Context: an optimization exercise on an open-source flow, tuned for small area. The choices shown serve that exercise and are no tape-out recipe.
Function was checked by simulation only, so behaviour that the tests miss may differ from the original.
The clock port is modelled as an ideal driver; clocking choices that lean on that would not hold on a real chip.
Power and IR drop assume default switching activity.

Setup of old:
## task4_2
module task4_2(output [95:0] yout,
               output done,
               input data, start, clk);
  reg  [5:0]  s;        
  reg  [31:0] d;        
  reg  [15:0] g;        
  wire all5  = &s[4:0];
  wire run   = ~all5;
  wire first = ~s[5] & s[3] & ~s[2] & s[0];
  assign done = all5 & s[5];
  always @(posedge clk or posedge start)
    if (start) s <= 6'b011011;
    else       s <= {s[4:0], ~(s[5] ^ s[0]) | all5};
  always @(posedge clk)
    if (run) d <= {data, d[31:1]};
  wire x   = d[31] ^ g[15];     
  wire upd = ~done & ~first;    
  wire [15:0] gn = {~(g[14] ^ x), g[13:2], ~(g[1] ^ x), g[0], x};
  always @(posedge clk)
    g <= ({16{done}} & g) | ({16{upd}} & gn);
  wire [15:0] r = ~g;
  wire [34:0] dz = {d, 3'b000};            
  wire [31:0] tz = dz[32:1] ^ dz[31:0];    
  wire [31:0] fo = dz[34:3] ^ tz;
  wire [31:0] fe = fo ^ dz[33:2];
  wire [18:0] q  = {d[29], d[30], d[31], r};
  wire [15:0] tq = q[18:3] ^ q[17:2];      
  wire [15:0] co = q[15:0] ^ tq;
  wire [15:0] ce = co ^ q[16:1];
  assign yout = {fo[15], fe[15], fo[11], fe[11], fo[7], fe[7], fo[3], fe[3],
                 fo[14], fe[14], fo[10], fe[10], fo[6], fe[6], fo[2], fe[2],
                 fo[13], fe[13], fo[9], fe[9], fo[5], fe[5], fo[1], fe[1],
                 fo[12], fe[12], fo[8], fe[8], fo[4], fe[4], fo[0], fe[0],
                 fo[31], fe[31], fo[27], fe[27], fo[23], fe[23], fo[19], fe[19],
  ...
Size in the first run: ~230 cells after synthesis, roughly 2900 um2 of cells after synthesis.
Settings: LEC_CHECK=0, CAP_MARGIN=20, CORE_MARGIN=2, CORE_UTILIZATION=40, SLEW_MARGIN=20; clock period 7.0 ns.
standard.sh (not shown) runs the stock make flow with config.mk's settings and CLKGATE_MAP_FILE= SYNTH_SCRIPT=/design/flow/synth_recipe.tcl, a recipe that flattens the netlist after the stock synthesis.
==> flow/flow/run.sh <==
#!/bin/bash
# The standard layout with three changes:
#  - after the standard synthesis, flow/xorsyn.py rebuilds the netlist's
#    XOR network (the convolutional-code outputs) with fewer gates; the
#    registers and all other cells are kept as synthesised;
#  - the port buffers are the smallest buffer cell;
#  - clock tree synthesis adds no dummy load cells.
set -uo pipefail
R=orfs/results/${FLOW_PLATFORM}/task4_2/base
KNOBS=("BUFFER_PORTS_ARGS=-buffer_cell sky130_fd_sc_hd__buf_1"
       "CTS_ARGS=-sink_clustering_enable -repair_clock_nets -dont_use_dummy_load -clk_nets clk"
       "PRE_CTS_TCL=$PWD/flow/pre_cts.tcl")
bash standard.sh "${KNOBS[@]}" synth > synth.log 2>&1 || { tail -n 30 synth.log; exit 1; }
cp "$R/1_2_yosys.v" "$R/1_2_yosys_abc.v"
python3 flow/xorsyn.py "$R/1_2_yosys_abc.v" "$R/1_2_yosys.v" > xorsyn.log 2>&1 || { cat xorsyn.log; exit 1; }
cat xorsyn.log
rm -f "$R/1_synth.odb" "$R/1_synth.sdc"
bash standard.sh "${KNOBS[@]}" finish > standard.log 2>&1
rc=$?
tail -n 30 standard.log
exit $rc
Other scripts of this flow, unchanged in this note and not shown: flow/flow/clkbuf.py, flow/flow/pre_cts.tcl, flow/flow/xorsyn.py
The flow did not stop early for old: all stages ran, and the layout cleared the timing, DRC and antenna checks.
Modified inputs, new compared to old
-- flow/flow/run.sh --
<<< old, line 1
#!/bin/bash
# The standard layout with three changes:
#  - after the standard synthesis, flow/xorsyn.py rebuilds the netlist's
>>> new, line 1
#!/bin/bash
# The standard layout with these changes:
#  - after the standard synthesis, flow/xorsyn.py rebuilds the netlist's
<<< old, line 6
#  - the port buffers are the smallest buffer cell;
#  - clock tree synthesis adds no dummy load cells.
set -uo pipefail
>>> new, line 6
#  - the port buffers are the smallest buffer cell;
#  - before clock tree synthesis, flow/pre_cts.tcl lets the clock port drive
#    three clock buffers, one per group of nearby registers; clock tree
#    synthesis then has nothing to add and adds no dummy loads.
set -uo pipefail
==> comparison <==
- For sequential-cell power consumption, new and old come out practically identical.
- Total power essentially unchanged between old and new.
- old → new: count of filler cells inserted in the layout did not really move; total die area level.
- ~same post-route fraction of the period consumed by the critical path in old and new
- As far as instance area at placement goes, new and old are indistinguishable; the numbers are identical.
- Number of buffers and inverters on the critical path came out exactly the same in old and new.

-- afterwards: timing with drivers on the ports --
The results above use ideal ports. As a check the final layouts listed here were re-extracted and re-timed, cells and wires unchanged. Step 1 sets driving cells, clkbuf_16 on the clock port and buf_2 on the other inputs (assumed; they add their load-dependent delay and slew). Step 2 adds t to the input delays and takes it off the output delays; t is the mean of the earliest and latest rising clock arrival at the registers after step 1. Input paths then give back, and output paths get back, about the clock's delay inside the block. Slacks: no drivers / after step 1 / after step 2; pairs: no drivers / after step 1.
| run | shift t [ns] | setup WS [ns] | worst setup path at the end | latest minus earliest clock arrival (ns) | worst data-port slew with drivers (ns) |
|---|---|---|---|---|---|
| old | 0.211 | 3.811 / 3.761 / 3.972 | register to output | 0.014 / 0.014 | 0.03 |
| new | 0.211 | 3.811 / 3.761 / 3.972 | register to output | 0.014 / 0.014 | 0.03 |
After both steps setup and hold are still met in every run listed.
